From an optimization exercise on the open Yosys and OpenROAD flow, aimed at small area, a short achievable clock period and few clock cycles; shortcuts taken in it are not production practice. No run shown here included a check of the RTL's function; only the layout flow was run. No activity file was given, so power comes from the tool's default toggle rates.

[flow/run.sh]
#!/bin/bash
# synth_recipe.tcl (not shown) runs the flow's synth.tcl, then flattens the netlist and writes it again
# the make line also repeats each setting of config.mk as NAME=value (left out here)
make -C /OpenROAD-flow-scripts/flow DESIGN_CONFIG=/design/flow/config.mk WORK_HOME=/design/flow/orfs CLKGATE_MAP_FILE= SYNTH_SCRIPT=/design/flow/synth_recipe.tcl finish
[flow/config.mk]
export PLATFORM = sky130hd
export DESIGN_NAME = MCPU
export DESIGN_NICKNAME = MCPU
export VERILOG_FILES = /design/flow/design.v
export SDC_FILE = /design/flow/constraint.sdc
export NUM_CORES = 4
export LEC_CHECK = 0
export CAP_MARGIN = 20
export CORE_MARGIN = 2
export CORE_UTILIZATION = 40
export SLEW_MARGIN = 20
[flow/constraint.sdc]
create_clock -name core_clock -period 5.5 [get_ports {clk}]
set_input_delay 1.1000 -clock core_clock [delete_from_list [all_inputs] [get_ports {clk}]]
set_output_delay 1.1000 -clock core_clock [all_outputs]
set_load 0.01 [all_outputs]
[flow/design.v]
module MCPU_Alu(in1, in2, imm, mem, s_and, s_or, s_xor, s_add, s_lsl, s_rsl, s_mov, s_load, s_short, out);
input [15:0] in1, in2, mem;
input [7:0] imm;
input s_and, s_or, s_xor, s_add, s_lsl, s_rsl, s_mov, s_load, s_short;
output [15:0] out;
wire big = |in2[15:4];
wire [15:0] shl = big ? 16'd0 : (in1 << in2[3:0]);
wire [15:0] shr = big ? 16'd0 : (in1 >> in2[3:0]);
wire [15:0] sum = in1 + in2;
assign out = ({16{s_and}}   & (in1 & in2))
           | ({16{s_or}}    & (in1 | in2))
           | ({16{s_xor}}   & (in1 ^ in2))
           | ({16{s_add}}   & sum)
           | ({16{s_lsl}}   & shl)
           | ({16{s_rsl}}   & shr)
           | ({16{s_mov}}   & in1)
           | ({16{s_load}}  & mem)
           | ({16{s_short}} & {8'd0, imm});
endmodule
module MCPU_Registerfile(clk, rs1, rs2, we, rd, wd, rd1, rd2);
input clk;
input [3:0] rs1, rs2;
input we;
input [3:0] rd;
input [15:0] wd;
output [15:0] rd1, rd2;
reg [255:0] R;
assign rd1 = R[{rs1, 4'd0} +: 16];
assign rd2 = R[{rs2, 4'd0} +: 16];
genvar i;
generate
  for (i = 0; i < 16; i = i + 1) begin : g_reg
    always @(posedge clk)
      if (we && rd == i) R[16*i +: 16] <= wd;
  end
endgenerate
endmodule
module MCPU(clk, reset, imem_addr, imem_rdata, dmem_addr, dmem_we, dmem_wdata, dmem_rdata);
input clk;
input reset;
output [7:0]  imem_addr;
input  [15:0] imem_rdata;
output [7:0]  dmem_addr;
output        dmem_we;
output [15:0] dmem_wdata;
input  [15:0] dmem_rdata;
localparam [3:0] OP_AND = 0, OP_OR = 1, OP_XOR = 2, OP_ADD = 3, OP_LSL = 4,
                 OP_RSL = 5, OP_MOV = 6, OP_LOAD = 7, OP_STORE = 8,
                 OP_SHORT = 9, OP_BNZ = 10;
reg  [7:0] pc;
assign imem_addr = pc;
wire [3:0] f_op  = imem_rdata[15:12];
wire       f_ra  = (f_op == OP_STORE) | (f_op == OP_BNZ);
reg        d_v;        
reg [15:0] d_ins;
reg [3:0]  d_rs1;      
reg [7:0]  d_pc;
wire [3:0] d_op  = d_ins[15:12];
wire [3:0] d_a   = d_ins[11:8];
wire [3:0] d_rs2 = d_ins[3:0];
wire [7:0] d_imm = d_ins[7:0];
reg        e_wr;       
reg        e_store, e_bnz;
reg [3:0]  e_rd;
reg [15:0] e_op1, e_op2;
reg [7:0]  e_imm;
reg [7:0]  e_pc;
reg        e_and, e_or, e_xor, e_add, e_lsl, e_rsl, e_mov, e_load, e_short;
wire [15:0] res;
wire [15:0] r1, r2;
MCPU_Registerfile rf(.clk(clk), .rs1(d_rs1), .rs2(d_rs2), .we(e_wr), .rd(e_rd), .wd(res), .rd1(r1), .rd2(r2));
MCPU_Alu alu(.in1(e_op1), .in2(e_op2), .imm(e_imm), .mem(dmem_rdata),
             .s_and(e_and), .s_or(e_or), .s_xor(e_xor), .s_add(e_add), .s_lsl(e_lsl),
             .s_rsl(e_rsl), .s_mov(e_mov), .s_load(e_load), .s_short(e_short), .out(res));
assign dmem_addr  = e_imm;
assign dmem_we    = e_store;
assign dmem_wdata = e_op1;
wire mispredict = e_bnz & ~(|e_op1);                         
wire smc        = e_store & ((e_imm == d_pc) | (e_imm == pc));  
wire squash     = mispredict | smc;
wire fwd1 = e_wr & (e_rd == d_rs1);
wire fwd2 = e_wr & (e_rd == d_rs2);
wire d_live = d_v & ~squash;
always @(posedge clk or posedge reset) begin
  if (reset) begin
    pc      <= 8'd0;
    d_v     <= 1'b0;
    e_wr    <= 1'b0;
    e_store <= 1'b0;
    e_bnz   <= 1'b0;
  end else begin
    if (mispredict)             pc <= e_pc + 8'd1;
    else if (smc)               pc <= d_pc;
    else if (f_op == OP_BNZ)    pc <= imem_rdata[7:0];
    else                        pc <= pc + 8'd1;
    d_v     <= ~squash;
    e_wr    <= d_live & ((d_op <= OP_LOAD) | (d_op == OP_SHORT));
    e_store <= d_live & (d_op == OP_STORE);
    e_bnz   <= d_live & (d_op == OP_BNZ);
  end
end
always @(posedge clk) begin
  d_ins   <= imem_rdata;
  d_rs1   <= f_ra ? imem_rdata[11:8] : imem_rdata[7:4];
  d_pc    <= pc;
  e_rd    <= d_a;
  e_op1   <= fwd1 ? res : r1;
  e_op2   <= fwd2 ? res : r2;
  e_imm   <= d_imm;
  e_pc    <= d_pc;
  e_and   <= (d_op == OP_AND);
  e_or    <= (d_op == OP_OR);
  e_xor   <= (d_op == OP_XOR);
  e_add   <= (d_op == OP_ADD);
  e_lsl   <= (d_op == OP_LSL);
  e_rsl   <= (d_op == OP_RSL);
  e_mov   <= (d_op == OP_MOV);
  e_load  <= (d_op == OP_LOAD);
  e_short <= (d_op == OP_SHORT);
end
endmodule
==> results of run 1 <==
## per-stage QoR
stage,hold slack [ps],utilization (%),cells
global route,330.6,46.26,1902
finish,322.6,46.26,1902
CTS,326.1,46.22,1900
floorplan,309.6,-,1213
global placement,310.2,43.39,1832
detailed placement,312.1,43.41,1832
## power by group
part           internal [mW]  switching [mW]
logic                  0.720           0.757
clock network           1.56            1.08
registers               3.13           0.301
## final timing paths
check / start / cells past startpoint / endpoint / slack (ps)
max: e_op2[3]$_DFF_P_ / 9 / rf.R[29]$_DFFE_PP_ / 1720
min: d_ins[7]$_DFF_P_ / 0 / e_imm[7]$_DFF_P_ / 320
max reg2reg: e_op2[3]$_DFF_P_ / 9 / rf.R[29]$_DFFE_PP_ / 1720
min reg2reg: d_ins[7]$_DFF_P_ / 0 / e_imm[7]$_DFF_P_ / 320
max in group asynchronous: reset / 2 / e_store$_DFF_PP0_ / 4230
min in group asynchronous: reset / 2 / pc[1]$_DFF_PP0_ / 890
## layout make-up
class | instances | area [um2] | share of cell area, %
sequential | 357 | 9781 | 46.79
multi-input combinational | 732 | 7990 | 38.22
clock buffer | 49 | 1066 | 5.100
timing repair buffer | 107 | 968.4 | 4.633
tap | 600 | 750.7 | 3.591
clock inverter | 19 | 205.2 | 0.9816
inverter | 38 | 142.6 | 0.6823
## worst max-delay path: cells and delay by family, from the launching register on
family,cells,cell delay [ps]
compound gates,6,1650
buf+inv,1,440
flops,1,770
fa+ha+maj,1,470
simple gates,1,80
## synthesized netlist by cell type, types with 19 or more instances
library cell  instances
edfxtp_1            256
mux2_2               42
clkbuf_1             53
o21ai_0              57
dfxtp_1              89
a21oi_1              29
nor2_1               39
xor2_1               19
mux4_2              172
nand2_1              77
nand3_1              22
ha_1                 35
buf_2                21
xnor2_1              24
inv_1                37
mux2i_1              27
## routing by layer
metal  global-route usage (%)  wire length, um  vias to the layer above  part of all wire [%]
met3                    3.005             3426                      103                   6.8
met5                        0                0                        -                     0
met1                    29.60            20820                     5942                    41
met4                    6.164             1449                        0                   2.9
li1                         -                -                     4992                     -
met2                    36.36            24820                      470                    49
## flip-flops by register name, indices dropped and copies added, names as in the netlist
| register | count |
|---|---|
| pc | 8 |
| d_v | 1 |
| e_op2 | 16 |
| e_mov | 1 |
| e_and | 1 |
| e_imm | 8 |
| rf.R | 256 |
| e_wr | 1 |
| e_add | 1 |
| d_rs1 | 4 |
| e_pc | 8 |
| d_pc | 8 |
| d_ins | 16 |
| e_or | 1 |
| e_bnz | 1 |
| e_rsl | 1 |
| e_op1 | 16 |
| e_store | 1 |
| e_lsl | 1 |
| e_short | 1 |
| e_rd | 4 |
| e_load | 1 |
| e_xor | 1 |
## cells by family (layout without fill, tap and decap cells)
kind of cell	after synthesis	count (layout)	share of synthesized area (%)
AOI/OAI and AO/OA	189	189	7.013
xor gates and xnor gates	43	43	2.070
DFF	357	357	53.69
adders and majority gates	36	36	2.517
buffers and inverters	124	213	2.888
muxes	246	246	25.91
and+or+nand+nor	218	218	5.920
==> impl_metrics.ini, run 1 <==
[run_status]
status = no timing/DRC/antenna violations

[global_route]
antenna_found_initial = 0
grt_max_degree = 43
track_usage_pct = 21.68
grt_pass1_vias = 11510
grt_pass1_wl_mm = 76.03
grt_overflow = 0

[worst_setup_path]
crit_top_cell = a21oi_1
path_class = register to register
critPathMaxFanout = 20
crit_chain = clkinv_1 > ha_1 > a21o_1 > a21oi_1 > a21oi_1 > o22ai_1 > nor3_1 > a311oi_1 > o21bai_2
cpPeakStageDelay_ps = 770
cp-start-kind = register
crit_arrival_ps = 4000
required_ps = 5720
endpoint_kind = register
slowest_stage = dfxtp_1

[yosys]
syn_avg_cell_area_um2 = 15.00
async_flop_share_pct = 3.361
synthCells = 1213
syn_nets = 1283
synth_cell_types = 70
synth_edf_count = 256
synth_seq_cells = 357
yosysWarnings = 2
seq_area_frac_synth_pct = 53.69
synth_top_cell_by_area = edfxtp_1
synth_area_um2 = 18200
synth_area_leaders = edfxtp_1 42%, mux4_2 21%, dfxtp_1 9.8%, mux2_2 2.6%, ha_1 2.4%
synth_top_area_share_pct = 42.24
ys.flop_type = edfxtp_1

[drt]
drt_wl_total_mm = 50.51
vias = 11507
drcViolationCount = 0
first_pass_iters = 5
initialDrtViolationCount = 1150
wl_per_cell_um = 26.56
drt.antenna.violating_nets = 0
viasPerCell = 6.050

[floorplan]
die_h_um = 217.3
dieWidth_um = 217.3
start_util_pct = 40.27
io_pins = 67
coreArea_um2 = 45190
fp.dieArea_um2 = 47210
num_rows = 78

[layout]
drive_gt1_share_pct = 26.34
area_growth_pct = 14.87
diodes = 0
num-nets-final = 1345
fin_area_um2 = 20900
final_cell_mix = 256 x edfxtp_1, 172 x mux4_2, 84 x dfxtp_1
layout_commonest_cell = edfxtp_1
fillers = 3899

[clock_network]
cts_made_buffers = 39
clk_latency_ps = 570
clk_pin_slew_ps = 70
cts_buffer_depth = 3
cts.htree.levels = 2
cts-hold-fix-buffers = 0
root_buffer = clkbuf_16
ctsResizeCount = 0
postCtsSetupBuffers = 0
cts_tree = built
clock-sinks = 357

[power_and_ir_drop]
cellPowerDensity_nw_per_um2 = 361.4
report.power.total_mw = 7.556
ir_worst_vdd_uv = 319.0
leakage_nw = 7.129

[sta]
hold_viol_final = 0
worst_pin_slew_ps = 1029
finalSetupTns_ps = 0
min_period_ps = 3779
min_period_over_period_pct = 68.71
drv_slew = 0
final.setup.worst_slack_ps = 1721
final.setup_skew_ps = 26.06
setup_viol = 0
slew-limit-headroom_pct = 31.39
rsz0062_at_grt = no
fmax_ghz = 0.2646

[place]
io_buffers = 66
place_area_um2 = 19610
pre_cts_slack_ps = 1415
routabilityCongestion = 0.9365
post-dp-hpwl_mm = 31.71

[run]
cap_violations = 0

[hold_path]
min_path_type = register to register
==> run 2, diff against run 1 <==
--- a/flow/config.mk
+++ b/flow/config.mk
@@ -5,7 +5,9 @@
 export SDC_FILE = /design/flow/constraint.sdc
 export NUM_CORES = 4
 export LEC_CHECK = 0
+export ABC_CLOCK_PERIOD_IN_PS = 2500
 export CAP_MARGIN = 20
 export CORE_MARGIN = 2
-export CORE_UTILIZATION = 40
+export CORE_UTILIZATION = 55
+export SETUP_SLACK_MARGIN = 2.5
 export SLEW_MARGIN = 20
==> run 2 against run 1 <==
Synthesized cell count is the same. Area after synthesis did not move. Wire length rose by 0.51%. Via count up 2.7%. Clock-buffer cell count up 1. Still clean on timing, DRC and antenna. Critical path depth down 8. Largest cell class unchanged. Global-route usage is 8.1 points higher. Core utilization up 18 points. Flip-flop and latch count unchanged. Fmax up 28%. First-iteration DRC count up 7.6%. Largest power group unchanged.
==> impl_metrics.ini, run 2 <==
[sta]
finalSetupTns_ps = 0
final.setup_skew_ps = 29.79
fmax_ghz = 0.3380
setup_viol = 0
drv_slew = 0
hold_slack_ps = 328.4
min_period_ps = 2959
worst_pin_slew_ps = 891.8
hold_viol_final = 0
slew-limit-headroom_pct = 40.23
rsz0062_at_grt = no
min_period_over_period_pct = 53.79

[yosys]
synth_top_area_share_pct = 42.24
async_flop_share_pct = 3.361
synth_cell_types = 70
yosysWarnings = 2
synth_area_um2 = 18200
synth_seq_cells = 357
synthMuxAreaShare_pct = 25.91
syn_nets = 1283
seq_area_frac_synth_pct = 53.69
synth_top_family_by_area = multiplexers
synth_xor_xnor_area_share_pct = 2.070
ys.flop_type = edfxtp_1
synth_area_leaders = edfxtp_1 42%, mux4_2 21%, dfxtp_1 9.8%, mux2_2 2.6%, ha_1 2.4%
yosys.area_share.adder_pct = 2.517
synth_top_cell_by_area = edfxtp_1
synthCells = 1213
synth.most_common_cell = edfxtp_1
syn_avg_cell_area_um2 = 15.00
synth_common_cells = 256 x edfxtp_1, 172 x mux4_2, 89 x dfxtp_1
synth-simple-area-share_pct = 5.920
synth_edf_count = 256
synth_compound_area_share_pct = 7.013

[layout]
num-nets-final = 1356
fillers = 2391
multiInputGateArea_um2 = 8098
top_register = rf.R
final_cell_mix = 256 x edfxtp_1, 172 x mux4_2, 77 x nand2_1
fin_area_um2 = 21020
regArea_um2 = 9814
layout_commonest_cell = edfxtp_1
diodes = 0
largest_reg_flops = 256
area_growth_pct = 15.50
final_util_pct = 64.60
drive_gt1_share_pct = 29.79

[drt]
drt_wl_total_mm = 50.77
first_pass_iters = 5
drcViolationCount = 0
drt.antenna.violating_nets = 0
viasPerCell = 6.721
wl_per_cell_um = 28.88
initialDrtViolationCount = 1237
vias = 11816

[clock_network]
root_buffer = clkbuf_16
clk_latency_ps = 560
cts_made_buffers = 39
cts.htree.levels = 2
clock-sinks = 357
cts_tree = built
cts_buffer_depth = 3
clk_pin_slew_ps = 60

[global_route]
antenna_found_initial = 0
grt_max_degree = 53
grt_pass1_wl_mm = 74.41
grt_overflow = 0
track_usage_pct = 29.81
grt_pass1_vias = 11471

[place]
place_area_um2 = 19410
post-dp-hpwl_mm = 32.46
io_buffers = 66
routabilityCongestion = 0.9435

[power_and_ir_drop]
cellPowerDensity_nw_per_um2 = 361.0
leakage_nw = 7.206
report.power.total_mw = 7.587
ir_worst_vdd_uv = 281.0

[worst_setup_path]
cp_top_family = flip-flops
critPathBufInv = 1
slowest_stage = dfxtp_1
cp-start-kind = register
worstReg2RegEnd = rf.R[30]$_DFFE_PP_
endpoint_kind = primary output
crit_chain = clkdlybuf4s50_1
critPathMaxFanout = 10
reg2regPathDepth = 10
required_ps = 4400
crit_arrival_ps = 1860
r2r_setup_slack_ps = 2600
r2r-start = e_op2[0]$_DFF_P_
path_class = register to primary output
cpPeakStageDelay_ps = 660

[floorplan]
dieWidth_um = 185.9
fp.dieArea_um2 = 34560
die_h_um = 185.9
io_pins = 67
coreArea_um2 = 32540
start_util_pct = 55.93
num_rows = 66

[hold_path]
hold_end = e_imm[4]$_DFF_P_
min_from = d_ins[4]$_DFF_P_
min_delay_path_depth = 0
min_path_type = register to register

[run]
cap_violations = 0

[run_status]
status = no timing/DRC/antenna violations
run 2: cell counts after synthesis:
Identical to the previous run, type by type.
run 2: kinds of logic (layout without fill, tap and decap cells):
kind of cell	after synthesis	in the layout
adders and majority gates	36	36
AOI/OAI and AO/OA	189	189
and+or+nand+nor	218	218
buffers and inverters	124	227
xor gates and xnor gates	43	43
muxes	246	246
DFF	357	357
run 2: how the worst max path moves through the flow:
stage                       from                   to  cells after the start
6_report       e_op1[15]$_DFF_P_       dmem_wdata[15]                      1
4_1_cts         e_op1[5]$_DFF_P_        dmem_wdata[5]                      1
2_1_floorplan   e_op2[2]$_DFF_P_    e_op1[14]$_DFF_P_                     11
5_1_grt         e_op2[2]$_DFF_P_   rf.R[78]$_DFFE_PP_                     10
3_5_place_dp    e_op2[3]$_DFF_P_     e_op1[8]$_DFF_P_                      9
3_3_place_gp    e_op2[3]$_DFF_P_  rf.R[253]$_DFFE_PP_                      8
run 2: metal layers:
layer / share of wire [%] / track usage [%]
met1: 40 / 42.33
met2: 47 / 47.02
met3: 8.7 / 4.637
met4: 3.9 / 11.18
met5: 0 / 0
run 2: timing repair:
action,in CTS,in global routing
buffers inserted,7,3
cloned,0,2
setup endpoints to repair,259,102
hold buffers,0,0
resized for setup,33,32
pin swaps,3,4
run 2: layout make-up:
type / instances / area share [%]
clock buffers: 50 / 4.982
repair buffers: 118 / 5.465
well taps: 442 / 2.631
clock inverters: 21 / 0.9822
flip-flops and latches: 357 / 46.69
inverters: 38 / 0.7203
multi-input cells: 732 / 38.53
run 2: report_power, final:
part,leakage (nW),switching (mW),internal (mW)
Sequential,3.25,0.296,3.14
Clock,0.603,1.10,1.46
Combinational,3.35,0.825,0.769
Total,7.21,2.22,5.37
run 2: metrics by stage:
stage | instances | setup slack, ps
finish | 1758 | 2541
global placement | 1675 | 1779
CTS | 1753 | 2505
floorplan | 1213 | 2542
detailed placement | 1675 | 1713
global route | 1758 | 2507

-- what the ideal ports hide --
How much do the figures lean on ideal ports? The routed layouts below were timed once more, with nothing changed but the port constraints.
Step 1: set_driving_cell puts a clkbuf_16 on clk and a buf_2 on each other input, an assumption about the parent block.
Step 2 also shifts input and output timing later by t, the mid clock arrival at the registers, as if the neighbouring blocks saw the same clock.
Slacks: ideal / step 1 / step 2; pairs: ideal / step 1.
| run | t, ns | setup WS [ns] | worst hold slack (ns) |
|---|---|---|---|
| run 1 | 0.605 | 1.721 / 1.721 / 1.721 | 0.323 / 0.323 / 0.323 |
| run 2 | 0.603 | 2.541 / 2.488 / 2.228 | 0.328 / 0.328 / 0.328 |
After both steps every run listed still meets setup and hold. For run 2, which loses most, drivers alone change the setup slack by -0.053 ns; drivers and shift together by -0.313 ns.
